Context: an optimization exercise on an open-source flow, tuned for small area and a short achievable clock period. The choices shown serve that exercise and are no tape-out recipe.
Only the layout flow was run in this run; the RTL was not checked for function there.
Power figures rest on the tool's default switching activity, not on a simulated workload.

[design/flow/design.v]
module datapath_top (
  input  wire        clk,
  input  wire        rst_n,
  input  wire [4:0]  rs1,
  input  wire [4:0]  rs2,
  input  wire [4:0]  rd,
  input  wire        we,
  input  wire        use_imm,
  input  wire [31:0] imm,
  input  wire [3:0]  ctrl,
  output reg  [31:0] result,
  output reg         zero,
  output reg  [31:0] store_data
);
  reg  [4:0]  rs1_q, rs2_q, rd_q;
  reg         we_q, use_imm_q;
  reg  [31:0] imm_q;
  reg  [3:0]  ctrl_q;
  wire [31:0] res_d, sd_d;
  wire        zero_d;
  always @(posedge clk) begin
    rs1_q      <= rs1;
    rs2_q      <= rs2;
    rd_q       <= rd;
    we_q       <= we;
    use_imm_q  <= use_imm;
    imm_q      <= imm;
    ctrl_q     <= ctrl;
    result     <= res_d;
    zero       <= zero_d;
    store_data <= sd_d;
  end
  datapath u_dp (
    .clk(clk),
    .rst_n(rst_n),
    .rs1(rs1_q),
    .rs2(rs2_q),
    .rd(rd_q),
    .we(we_q),
    .use_imm(use_imm_q),
    .imm(imm_q),
    .ctrl(ctrl_q),
    .result(res_d),
    .zero(zero_d),
    .store_data(sd_d)
  );
endmodule

module ALU (
  input  logic [31:0] a0, a1, a2,
  input  logic [31:0] b0, b1, b2,
  input  logic [31:0] imm,
  input  logic        use_imm,
  input  logic [3:0]  CONTROL,
  output logic [31:0] RESULTADO,
  output logic        ZERO,
  output logic [31:0] STORE
);
  logic op_add, op_sub, op_slt, op_sltu, op_and, op_or, op_xor, op_b;
  logic op_sll, op_srl, op_sra, op_bge, op_eq, sub, sel_sum;
  logic s_imm, s_pos, s_neg;
  logic [31:0] ix, imm_n;
  alu_dec u_dec (
    .ctrl(CONTROL), .use_imm(use_imm), .imm(imm),
    .op_add(op_add), .op_sub(op_sub), .op_slt(op_slt), .op_sltu(op_sltu),
    .op_and(op_and), .op_or(op_or), .op_xor(op_xor), .op_b(op_b),
    .op_sll(op_sll), .op_srl(op_srl), .op_sra(op_sra), .op_bge(op_bge),
    .op_eq(op_eq), .sub(sub), .sel_sum(sel_sum),
    .s_imm(s_imm), .s_pos(s_pos), .s_neg(s_neg), .ix(ix), .imm_n(imm_n)
  );
  logic [31:0] A, A_n, R2, R2_n, B, t_n, p, g, tt;
  for (genvar i = 0; i < 32; i++) begin : g_op
    c_nor3   u_an (.a(a0[i]), .b(a1[i]), .c(a2[i]), .y(A_n[i]));
    c_or3    u_a  (.a(a0[i]), .b(a1[i]), .c(a2[i]), .y(A[i]));
    c_nor3   u_rn (.a(b0[i]), .b(b1[i]), .c(b2[i]), .y(R2_n[i]));
    c_or3    u_r  (.a(b0[i]), .b(b1[i]), .c(b2[i]), .y(R2[i]));
    c_mux2i  u_b  (.a0(R2_n[i]), .a1(imm_n[i]), .s(use_imm), .y(B[i]));
    c_a222oi u_t  (.a1(s_imm), .a2(ix[i]), .b1(s_pos), .b2(R2_n[i]),
                   .c1(s_neg), .c2(R2[i]), .y(t_n[i]));
    c_xor2   u_p  (.a(A_n[i]), .b(t_n[i]), .y(p[i]));
    c_nand2  u_tt (.a(A_n[i]), .b(t_n[i]), .y(tt[i]));
    if (i == 0) begin : g_cin
      c_gcin u_g (.an(A_n[i]), .tn(t_n[i]), .cin(sub), .y(g[i]));
    end else begin : g_nocin
      c_nor2 u_g (.a(A_n[i]), .b(t_n[i]), .y(g[i]));
    end
  end
  assign STORE = R2;
  logic [31:0] G [0:5];
  logic [31:0] T [0:5];
  assign G[0] = g;
  assign T[0] = tt;
  for (genvar l = 1; l <= 5; l++) begin : g_lvl
    localparam int D = 1 << (l - 1);
    for (genvar i = 0; i < 32; i++) begin : g_i
      if (i < D) begin : g_pass
        c_inv u_g (.a(G[l-1][i]), .y(G[l][i]));
        assign T[l][i] = 1'b0;    
      end else if (l % 2 == 1) begin : g_odd
        c_a21oi u_g (.a1(T[l-1][i]), .a2(G[l-1][i-D]), .b1(G[l-1][i]), .y(G[l][i]));
        if (i >= 2 * D) begin : g_t
          c_nand2 u_t (.a(T[l-1][i]), .b(T[l-1][i-D]), .y(T[l][i]));
        end else begin : g_tn
          assign T[l][i] = 1'b0;  
        end
      end else begin : g_even
        c_o21ai u_g (.a1(T[l-1][i]), .a2(G[l-1][i-D]), .b1(G[l-1][i]), .y(G[l][i]));
        if (i >= 2 * D) begin : g_t
          c_nor2 u_t (.a(T[l-1][i]), .b(T[l-1][i-D]), .y(T[l][i]));
        end else begin : g_tn
          assign T[l][i] = 1'b0;  
        end
      end
    end
  end
  logic [31:0] cn;     
  logic        cout_n;
  assign cn = {G[5][30:0], ~sub};
  assign cout_n = G[5][31];
  logic left, fillbit, big, sel_r, sel_l, bigfill, fill, fill_n;
  assign left = op_sll;
  alu_shctl u_shctl (
    .op_sll(op_sll), .op_srl(op_srl), .op_sra(op_sra), .a31(A[31]), .bhi(B[31:5]),
    .fillbit(fillbit), .big(big), .sel_r(sel_r), .sel_l(sel_l), .bigfill(bigfill)
  );
  assign fill = fillbit;
  c_inv u_filln (.a(fillbit), .y(fill_n));
  logic [31:0] S [0:5];    
  for (genvar i = 0; i < 32; i++) begin : g_ain
    c_mux2i u (.a0(A[i]), .a1(A[31-i]), .s(left), .y(S[0][i]));
  end
  for (genvar k = 1; k <= 5; k++) begin : g_sh
    localparam int D = 1 << (k - 1);
    for (genvar i = 0; i < 32; i++) begin : g_i
      logic hi;
      if (i + D < 32) begin : g_in
        assign hi = S[k-1][i+D];
      end else begin : g_fill
        assign hi = (k % 2 == 1) ? fill_n : fill;
      end
      c_mux2i u (.a0(S[k-1][i]), .a1(hi), .s(B[k-1]), .y(S[k][i]));
    end
  end
  logic [31:0] sh;         
  assign sh = S[5];
  logic [31:0] lu_n, shift_n, arith_n, ssp, sspn;
  logic        cmp_n;
  for (genvar i = 0; i < 32; i++) begin : g_res
    alu_lu u_lu (.a(A[i]), .b(B[i]), .op_and(op_and), .op_or(op_or), .op_xor(op_xor),
                 .op_b(op_b), .bigfill(bigfill), .y_n(lu_n[i]));
    c_a22oi u_sh (.a1(sel_r), .a2(sh[i]), .b1(sel_l), .b2(sh[31-i]), .y(shift_n[i]));
    alu_ss  u_ss (.sel(sel_sum), .p(p[i]), .ssp(ssp[i]), .sspn(sspn[i]));
    c_mux2i u_ar (.a0(sspn[i]), .a1(ssp[i]), .s(cn[i]), .y(arith_n[i]));
    if (i == 0) begin : g_r0
      c_nand4 u_r (.a(arith_n[i]), .b(shift_n[i]), .c(lu_n[i]), .d(cmp_n), .y(RESULTADO[i]));
    end else begin : g_r
      c_nand3 u_r (.a(arith_n[i]), .b(shift_n[i]), .c(lu_n[i]), .y(RESULTADO[i]));
    end
  end
  logic z0n, z1n, c0, c1;
  alu_zero u_zero (
    .p(p), .tt(tt), .lu_n(lu_n), .ain_n(S[0]), .samt(B[4:0]), .big(big),
    .fillbit(fillbit), .a31(A[31]),
    .op_add(op_add), .op_sub(op_sub), .op_slt(op_slt), .op_sltu(op_sltu),
    .op_and(op_and), .op_or(op_or), .op_xor(op_xor), .op_b(op_b),
    .op_sll(op_sll), .op_srl(op_srl), .op_sra(op_sra), .op_bge(op_bge), .op_eq(op_eq),
    .z0n(z0n), .z1n(z1n), .c0(c0), .c1(c1)
  );
  c_mux2i u_zero_m (.a0(z1n), .a1(z0n), .s(cout_n), .y(ZERO));
  c_mux2i u_cmp_m  (.a0(c1), .a1(c0), .s(cout_n), .y(cmp_n));
endmodule
module alu_dec (
  input  logic [3:0]  ctrl,
  input  logic        use_imm,
  input  logic [31:0] imm,
  output logic op_add, op_sub, op_slt, op_sltu, op_and, op_or, op_xor, op_b,
  output logic op_sll, op_srl, op_sra, op_bge, op_eq, sub, sel_sum,
  output logic s_imm, s_pos, s_neg,
  output logic [31:0] ix, imm_n
);
  assign op_add  = ctrl == 4'b0000;
  assign op_sub  = ctrl == 4'b0111;
  assign op_slt  = ctrl == 4'b0100;
  assign op_sltu = ctrl == 4'b1100;
  assign op_and  = ctrl == 4'b0010;
  assign op_or   = ctrl == 4'b0001;
  assign op_xor  = ctrl == 4'b1001;
  assign op_b    = ctrl == 4'b0110;
  assign op_sll  = ctrl == 4'b1000;
  assign op_srl  = ctrl == 4'b1010;
  assign op_sra  = ctrl == 4'b1110;
  assign op_bge  = ctrl == 4'b1011;
  assign op_eq   = ctrl == 4'b1111;
  assign sub     = op_sub | op_slt | op_sltu | op_bge | op_eq;
  assign sel_sum = op_add | op_sub;
  assign s_imm   = use_imm;
  assign s_pos   = !use_imm & sub;
  assign s_neg   = !use_imm & !sub;
  assign ix      = imm ^ {32{sub}};
  assign imm_n   = ~imm;
endmodule
module alu_shctl (
  input  logic        op_sll, op_srl, op_sra, a31,
  input  logic [31:5] bhi,
  output logic        fillbit, big, sel_r, sel_l, bigfill
);
  assign fillbit = op_sra & a31;
  assign big     = |bhi;
  assign sel_r   = (op_srl | op_sra) & !big;
  assign sel_l   = op_sll & !big;
  assign bigfill = op_sra & big & a31;
endmodule
module c_gcin (input logic an, tn, cin, output logic y);
  assign y = cin ? !(an & tn) : !(an | tn);
endmodule
module alu_lu (
  input  logic a, b, op_and, op_or, op_xor, op_b, bigfill,
  output logic y_n
);
  assign y_n = !((op_and & a & b) | (op_or & (a | b)) | (op_xor & (a ^ b)) |
                 (op_b & b) | bigfill);
endmodule
module alu_ss (input logic sel, p, output logic ssp, sspn);
  assign ssp  = sel & p;
  assign sspn = sel & !p;
endmodule
module alu_zero (
  input  logic [31:0] p, tt, lu_n, ain_n,
  input  logic [4:0]  samt,
  input  logic        big, fillbit, a31,
  input  logic        op_add, op_sub, op_slt, op_sltu, op_and, op_or, op_xor, op_b,
  input  logic        op_sll, op_srl, op_sra, op_bge, op_eq,
  output logic        z0n, z1n, c0, c1
);
  logic zadd, eq, lz, shz, zsh;
  assign zadd = &(p ~^ {tt[30:0], 1'b0});
  assign eq   = &p;
  assign lz   = &lu_n;
  logic [31:0] th;
  always_comb
    for (int j = 0; j < 32; j++)
      th[j] = samt > j;
  assign shz = &(ain_n | th);
  assign zsh = big ? !fillbit : shz;
  logic lts1, lts0;    
  assign lts1 = p[31] ? 1'b0 : a31;
  assign lts0 = p[31] ? 1'b1 : a31;
  logic zc;            
  assign zc = op_add ? zadd :
              op_sub ? eq :
              op_eq  ? !eq :
              (op_and | op_or | op_xor | op_b) ? lz :
              (op_sll | op_srl | op_sra) ? zsh : 1'b1;
  logic cmpop;
  assign cmpop = op_slt | op_sltu | op_bge;
  assign z1n = !(cmpop ? ((op_slt & !lts1) | (op_sltu & 1'b1) | (op_bge & lts1)) : zc);
  assign z0n = !(cmpop ? ((op_slt & !lts0) | (op_sltu & 1'b0) | (op_bge & lts0)) : zc);
  assign c1  = (op_slt & lts1) | (op_sltu & 1'b0) | (op_bge & !lts1) | (op_eq & eq);
  assign c0  = (op_slt & lts0) | (op_sltu & 1'b1) | (op_bge & !lts0) | (op_eq & eq);
endmodule
module registerbank (
  input  logic        clock,
  input  logic        RST,           
  input  logic [4:0]  read_reg1,
  input  logic [4:0]  read_reg2,
  input  logic [4:0]  write_reg,
  input  logic [31:0] write_data,
  input  logic        reg_write,
  output logic [31:0] rd1_q0, rd1_q1, rd1_q2,
  output logic [31:0] rd2_q0, rd2_q1, rd2_q2
);
  logic [31:0] dato [0:31];
  logic [31:0] pend;
  logic [4:0]  pend_rd;
  logic        pend_v;
  logic [31:0] load, hold;
  always_comb
    for (int i = 0; i < 32; i++) begin
      load[i] = RST &  (pend_v && pend_rd == i);
      hold[i] = RST & !(pend_v && pend_rd == i);
    end
  logic [31:0] nxt [0:31];
  for (genvar r = 0; r < 32; r++) begin : g_wr
    for (genvar b = 0; b < 32; b++) begin : g_b
      c_a22o u (.a1(dato[r][b]), .a2(hold[r]), .b1(pend[b]), .b2(load[r]), .y(nxt[r][b]));
    end
  end
  always_ff @(posedge clock) begin
    for (int i = 0; i < 32; i++)
      dato[i] <= nxt[i];
    pend    <= write_data;
    pend_rd <= write_reg;
    pend_v  <= reg_write & RST;
  end
  logic [32:0] sel1, sel2;
  rdsel u_sel1 (.rs(read_reg1), .pend_rd(pend_rd), .pend_v(pend_v), .sel(sel1));
  rdsel u_sel2 (.rs(read_reg2), .pend_rd(pend_rd), .pend_v(pend_v), .sel(sel2));
  for (genvar b = 0; b < 32; b++) begin : g_bit
    logic [32:0] d;
    for (genvar r = 0; r < 32; r++) begin : g_r
      assign d[r] = dato[r][b];
    end
    assign d[32] = pend[b];
    rdbit u_rd1 (.d(d), .s(sel1), .q0(rd1_q0[b]), .q1(rd1_q1[b]), .q2(rd1_q2[b]));
    rdbit u_rd2 (.d(d), .s(sel2), .q0(rd2_q0[b]), .q1(rd2_q1[b]), .q2(rd2_q2[b]));
  end
endmodule
module rdsel (
  input  logic [4:0]  rs,
  input  logic [4:0]  pend_rd,
  input  logic        pend_v,
  output logic [32:0] sel
);
  logic hit;
  assign hit = pend_v && (pend_rd == rs);
  always_comb begin
    for (int i = 0; i < 32; i++)
      sel[i] = !hit && (rs == i);
    sel[32] = hit;
  end
endmodule
module rdbit (
  input  logic [32:0] d,
  input  logic [32:0] s,
  output logic        q0, q1, q2
);
  logic [10:0] g;
  for (genvar k = 0; k < 11; k++) begin : g_aoi
    c_a222oi u (.a1(d[3*k]), .a2(s[3*k]), .b1(d[3*k+1]), .b2(s[3*k+1]),
                .c1(d[3*k+2]), .c2(s[3*k+2]), .y(g[k]));
  end
  c_nand4 u_n0 (.a(g[0]), .b(g[1]), .c(g[2]),  .d(g[3]), .y(q0));
  c_nand4 u_n1 (.a(g[4]), .b(g[5]), .c(g[6]),  .d(g[7]), .y(q1));
  c_nand3 u_n2 (.a(g[8]), .b(g[9]), .c(g[10]),          .y(q2));
endmodule
module datapath (
  input  logic        clk,
  input  logic        rst_n,
  input  logic [4:0]  rs1,
  input  logic [4:0]  rs2,
  input  logic [4:0]  rd,
  input  logic        we,
  input  logic        use_imm,
  input  logic [31:0] imm,
  input  logic [3:0]  ctrl,
  output logic [31:0] result,
  output logic        zero,
  output logic [31:0] store_data
);
  logic [31:0] a0, a1, a2, b0, b1, b2;
  registerbank u_regs (
    .clock(clk),
    .RST(rst_n),
    .read_reg1(rs1),
    .read_reg2(rs2),
    .write_reg(rd),
    .write_data(result),
    .reg_write(we),
    .rd1_q0(a0), .rd1_q1(a1), .rd1_q2(a2),
    .rd2_q0(b0), .rd2_q1(b1), .rd2_q2(b2)
  );
  ALU u_alu (
    .a0(a0), .a1(a1), .a2(a2),
    .b0(b0), .b1(b1), .b2(b2),
    .imm(imm),
    .use_imm(use_imm),
    .CONTROL(ctrl),
    .RESULTADO(result),
    .ZERO(zero),
    .STORE(store_data)
  );
endmodule
module c_inv    (input logic a, output logic y); assign y = ~a; endmodule
module c_nand2  (input logic a, b, output logic y); assign y = ~(a & b); endmodule
module c_nor2   (input logic a, b, output logic y); assign y = ~(a | b); endmodule
module c_nand3  (input logic a, b, c, output logic y); assign y = ~(a & b & c); endmodule
module c_nor3   (input logic a, b, c, output logic y); assign y = ~(a | b | c); endmodule
module c_or3    (input logic a, b, c, output logic y); assign y = a | b | c; endmodule
module c_nand4  (input logic a, b, c, d, output logic y); assign y = ~(a & b & c & d); endmodule
module c_xnor2  (input logic a, b, output logic y); assign y = ~(a ^ b); endmodule
module c_xor2   (input logic a, b, output logic y); assign y = a ^ b; endmodule
module c_a21oi  (input logic a1, a2, b1, output logic y); assign y = ~((a1 & a2) | b1); endmodule
module c_o21ai  (input logic a1, a2, b1, output logic y); assign y = ~((a1 | a2) & b1); endmodule
module c_a22o   (input logic a1, a2, b1, b2, output logic y); assign y = (a1 & a2) | (b1 & b2); endmodule
module c_a22oi  (input logic a1, a2, b1, b2, output logic y); assign y = ~((a1 & a2) | (b1 & b2)); endmodule
module c_a222oi (input logic a1, a2, b1, b2, c1, c2, output logic y);
  assign y = ~((a1 & a2) | (b1 & b2) | (c1 & c2));
endmodule
module c_mux2i  (input logic a0, a1, s, output logic y); assign y = ~(s ? a1 : a0); endmodule
[design/flow/run.sh]
#!/bin/bash
# synth_recipe.tcl (not shown) runs the flow's synth.tcl, then flattens the netlist and writes it again
# the make line also repeats each setting of config.mk as NAME=value (left out here)
make -C /OpenROAD-flow-scripts/flow DESIGN_CONFIG=/design/flow/config.mk WORK_HOME=/design/flow/orfs CLKGATE_MAP_FILE= SYNTH_SCRIPT=/design/flow/synth_recipe.tcl finish
[design/flow/config.mk]
export PLATFORM = sky130hd
export DESIGN_NAME = datapath_top
export DESIGN_NICKNAME = datapath_top
export VERILOG_FILES = /design/flow/design.v
export SDC_FILE = /design/flow/constraint.sdc
export NUM_CORES = 4
export LEC_CHECK = 0
export CAP_MARGIN = 20
export CORE_MARGIN = 2
export CORE_UTILIZATION = 50
export SETUP_SLACK_MARGIN = 3.5
export SLEW_MARGIN = 20
export SYNTH_HIERARCHICAL = 1
[design/flow/constraint.sdc]
create_clock -name core_clock -period 7.5 [get_ports {clk}]
set_input_delay 1.5000 -clock core_clock [delete_from_list [all_inputs] [get_ports {clk}]]
set_output_delay 1.5000 -clock core_clock [all_outputs]
set_load 0.01 [all_outputs]
==> impl_metrics.ini <==
[route]
wirelength_um = 272000
firstDrtPassIters = 15
first_iter_violations = 13740
vias = 55220
ant_nets = 0
vias_per_cell = 7.94
routed_wire_length_per_instance_um = 39.1
detail_route.drc_violations = 0

[sta]
fmax_mhz = 169
unrepaired_setup_endpoints_after_global_routing = true
worst_slew_margin_rel_pct = 14.3
finalCritPeriodShare_pct = 79.0
min_period_ps = 5920
finalHoldViolations = 0
skew_ps = 47.5
fin_tns_setup_ps = 0
max_slew.worst_pin.slew_ps = 1290
final-setup-viol-count = 0
final_critical_path_setup_slack_ps = 1580
maxSlewViolCount = 0

[critical_path]
worstReg2RegEnd = zero
endpoint_kind = flip-flop
timing.setup.critical_path_class = flip-flop to flip-flop
critical_path.reg2reg.startpoint = u_dp.u_regs.pend_rd[1]
worst_r2r_path_depth = 25
worst_setup_path_start_kind = flip-flop
arrival_time_of_data_at_the_critical_path_endpoint_ps = 6580
setup.reg_to_reg.worst_slack_ps = 1580
critPathRequiredTime_ps = 8160
critical_path.max_fanout = 27

[grt]
pin_count_of_the_biggest_net_entering_global_routing = 65
grt_busiest_layer = met2
grt_pass1_vias = 49882
grt_pass1_wl_um = 375000
grt_overflow_total = 0
number_of_antenna_violations_at_the_first_check_in_global_routing = 12
use_met2_pct = 67.3
grt_use_met3_pct = 15.9
grt.total_usage_pct = 47.2
met1_usage_pct = 61.8

[yosys]
yosys_warnings = 19
synth_top_cells_by_area = sky130_fd_sc_hd__dfxtp_1, sky130_fd_sc_hd__a22o_1, sky130_fd_sc_hd__a222oi_1, sky130_fd_sc_hd__mux2i_1, sky130_fd_sc_hd__nand4_1
synth-seq-cells = 1180
dominantRegCellSynth = sky130_fd_sc_hd__dfxtp_1
synth_sequential_area_ratio_pct = 44.2
mappedNetlistNets = 4862
synthesis.instances = 4775
synth_top_area_share_pct = 44.2
avgSynthCellArea_um2 = 11.2
netlist_area_um2 = 53500
ys_types = 67
async_flop_share_pct = 0
synth_edf_count = 0
synth_top_area_cell = sky130_fd_sc_hd__dfxtp_1

[finish]
layout_commonest_cell = sky130_fd_sc_hd__dfxtp_1
proportion_of_layout_cells_with_a_drive_suffix_above_1_pct = 22.3
layout_common_cells = sky130_fd_sc_hd__dfxtp_1, sky130_fd_sc_hd__a22o_1, sky130_fd_sc_hd__a222oi_1
flow.area_growth_from_synthesis_pct = 24.9
layout.nets = 5540
fillCellCount = 8631

[clock_tree]
clockBufferDepth = 3
cts.htree.levels = 3
cts-buffers-inserted = 121
clock_tree_root = sky130_fd_sc_hd__clkbuf_16
clk_pin_slew_ps = 60
clock_insertion_delay_worst_skew_ps = 760
tritoncts = done
cts_num_sinks = 1180

[pwr]
power.ir.vdd_worst_v = 0.000204
p_int_w = 0.0104
total_switching_power_w = 0.00371
power.share.clock_pct = 46.0
switching_share_pct = 26.2
share_comb_of_total_power_pct = 8.9
leakage_nw = 24.7
pwr_density_cell_nw_per_um2 = 212
seq_power_share_pct = 45.0

[die]
floorplan.die.height_um = 331
die_width_um = 331
floorplan.die_area_um2 = 110000
ios = 120
design.core.area_um2 = 106000
core.rowCount = 119
initial_core_util_pct = 50.6

[flow_run]
max_cap_violations = 0

[hold_path]
hold_class = flip-flop to flip-flop
min_delay_path_depth = 0
min-delay-start = rd_q[4]
worst_hold_path.endpoint = u_dp.u_regs.pend_rd[4]

[status]
outcome = timing/DRC/antenna clean

[placement]
place_hpwl_um = 172000
gpl.final_weighted_congestion = 0.993
dp_worst_setup_slack_ps = 297
io_buffers = 119
[metrics by stage]
stage          std cells  utilization [%]  hold WS (ps)  area (um2)  total power (W)
2_1_floorplan       4775                -           309       53900          0.00707
3_3_place_gp        6429             55.5           311       58700          0.00758
3_5_place_dp        6429             55.5           313       58700          0.00758
4_1_cts             6929             62.9           326       66500           0.0141
5_1_grt             6949             63.2           333       66800           0.0144
6_report            6952             63.2           326       66800           0.0141
[worst max-delay path, cell delays in order (launching register included)]
cell	delay [ps]
sky130_fd_sc_hd__dfxtp_1	440
sky130_fd_sc_hd__xor2_1	270
sky130_fd_sc_hd__nor2_4	60
sky130_fd_sc_hd__buf_12	150
sky130_fd_sc_hd__buf_16	150
sky130_fd_sc_hd__buf_4	140
sky130_fd_sc_hd__a2111oi_4	570
sky130_fd_sc_hd__buf_6	400
sky130_fd_sc_hd__a222oi_1	150
sky130_fd_sc_hd__nand4_1	130
sky130_fd_sc_hd__buf_4	260
sky130_fd_sc_hd__nor3_2	90
sky130_fd_sc_hd__mux2i_1	490
sky130_fd_sc_hd__inv_1	100
sky130_fd_sc_hd__ha_1	290
sky130_fd_sc_hd__and2_0	170
sky130_fd_sc_hd__a2111oi_4	260
sky130_fd_sc_hd__nand4_1	210
sky130_fd_sc_hd__nor4_4	430
sky130_fd_sc_hd__buf_4	170
sky130_fd_sc_hd__a2111oi_1	70
sky130_fd_sc_hd__buf_4	190
sky130_fd_sc_hd__a211o_1	230
sky130_fd_sc_hd__o21ai_2	140
sky130_fd_sc_hd__nand3_1	90
sky130_fd_sc_hd__mux2i_1	140
[kinds of logic (layout without fill, tap and decap cells)]
family,Yosys count,in the layout,synth area share (%)
xor gates and xnor gates,105,105,1.72
adders and majority gates,33,33,0.770
buffers and inverters,199,972,1.76
DFF,1180,1180,44.2
other,0,3,0
and+or+nand+nor,865,867,9.52
muxes,260,260,4.87
AOI/OAI and AO/OA,2133,2141,37.2
[how the worst max path moves through the flow]
| stage | to | startpoint | slack, ps |
|---|---|---|---|
| after global placement | zero | rs2_q[4] | 430 |
| after floorplan | zero | u_dp.u_regs.pend_rd[4] | 780 |
| final | zero | u_dp.u_regs.pend_rd[1] | 1580 |
| after CTS | zero | u_dp.u_regs.pend_rd[4] | 1810 |
| after global routing | zero | u_dp.u_regs.pend_rd[4] | 1410 |
| after detailed placement | zero | rs2_q[4] | 300 |
[per-module statistics from Yosys, one instance, submodules excluded, a selection]
module	area, um2	cells
c_a21oi	8.76	1
c_a22o	8.76	1
c_or3	6.26	1
c_o21ai	5.00	1
c_inv	3.75	1
rdsel	536	82
c_nor2	3.75	1
[layout make-up]
cell class | instances | area [um2] | area share, %
tap | 1391 | 1740 | 2.61
clock inverter | 68 | 891 | 1.33
sequential | 1180 | 23700 | 35.4
multi-input combinational | 3406 | 31100 | 46.5
inverter | 140 | 526 | 0.787
timing repair buffer | 604 | 5530 | 8.29
antenna | 3 | 7.51 | 0.0112
clock buffer | 160 | 3360 | 5.04
[power groups by stage]
stage               registers [W]  logic (W)  clock network, W
global placement          0.00651    0.00107                 0
finish                    0.00637    0.00126           0.00651
floorplan                 0.00654   0.000531                 0
CTS                       0.00636    0.00119           0.00650
detailed placement        0.00651    0.00107                 0
global route              0.00637    0.00127           0.00673
[synth_stat cells, types with 5 or more instances]
library cell	number
sky130_fd_sc_hd__a2111oi_4	32
sky130_fd_sc_hd__a211oi_1	37
sky130_fd_sc_hd__a21o_1	33
sky130_fd_sc_hd__a21oi_1	34
sky130_fd_sc_hd__a21oi_2	75
sky130_fd_sc_hd__a222oi_1	736
sky130_fd_sc_hd__a22o_1	1024
sky130_fd_sc_hd__a22oi_2	32
sky130_fd_sc_hd__a31oi_1	8
sky130_fd_sc_hd__and2_0	32
sky130_fd_sc_hd__and2_1	5
sky130_fd_sc_hd__and2_2	32
sky130_fd_sc_hd__and2b_2	32
sky130_fd_sc_hd__buf_2	16
sky130_fd_sc_hd__buf_4	8
sky130_fd_sc_hd__buf_6	13
sky130_fd_sc_hd__clkbuf_1	17
sky130_fd_sc_hd__dfxtp_1	1180
sky130_fd_sc_hd__ha_1	32
sky130_fd_sc_hd__inv_1	139
sky130_fd_sc_hd__mux2i_1	260
sky130_fd_sc_hd__nand2_1	117
sky130_fd_sc_hd__nand2b_1	12
sky130_fd_sc_hd__nand3_1	116
sky130_fd_sc_hd__nand4_1	160
sky130_fd_sc_hd__nand4b_1	6
sky130_fd_sc_hd__nor2_1	98
sky130_fd_sc_hd__nor2b_1	45
sky130_fd_sc_hd__nor3_1	41
sky130_fd_sc_hd__nor3_2	64
sky130_fd_sc_hd__nor3b_1	5
sky130_fd_sc_hd__nor4_1	14
sky130_fd_sc_hd__o21a_1	15
sky130_fd_sc_hd__o21ai_0	11
sky130_fd_sc_hd__o21ai_1	54
sky130_fd_sc_hd__o31a_1	16
sky130_fd_sc_hd__or3_1	69
sky130_fd_sc_hd__xnor2_1	69
sky130_fd_sc_hd__xor2_1	36
[flip-flops by register name, indices dropped and copies added (netlist names)]
signal,cells
u_dp.u_regs.pend,32
we_q,1
result,32
imm_q,32
u_dp.u_regs.pend_v,1
u_dp.u_regs.pend_rd,5
use_imm_q,1
rs1_q,5
rs2_q,5
zero,1
ctrl_q,4
u_dp.u_regs.dato,1024
store_data,32
rd_q,5
[per-layer routing]
layer | wire, um | part of all wire (%)
met1 | 101000 | 37
met2 | 109000 | 40
met3 | 40800 | 15
met4 | 20800 | 7.7
met5 | 145 | 0.053
[what timing repair did]
item / 4_1_cts / 5_1_grt
endpoints found under the setup margin: 65 / 65
cloned: 16 / 1
buffers inserted: 256 / 19
pin swaps: 150 / 34
hold buffers: 0 / 0
resized for setup: 215 / 24
endpoints found under the hold margin: 0 / 0

separate check: timing with driven ports:
No port has a modelled driver above. Below, the same layout with a new extraction and two added sets of constraints.
Step 1 (the two cells are an assumption about what drives the block):
set clk [get_ports {clk}]
set_driving_cell -lib_cell sky130_fd_sc_hd__clkbuf_16 $clk
set_driving_cell -lib_cell sky130_fd_sc_hd__buf_2 [delete_from_list [all_inputs] $clk]
Step 2 also shifts input and output timing later by t, the mid clock arrival at the registers, as if the neighbouring blocks saw the same clock.
a / b / c = ideal ports / drivers / drivers and shift; a / b = the first two.
shift t [ns]: 0.821
slack for setup (ns): 1.577 / 1.577 / 1.577
worst hold slack (ns): 0.326 / 0.326 / 0.326
slew at the worst register clock pin (ns): 0.07 / 0.07
After both steps setup and hold are still met in this run. For this run, drivers alone change the setup slack by 0.000 ns; drivers and shift together by 0.000 ns.
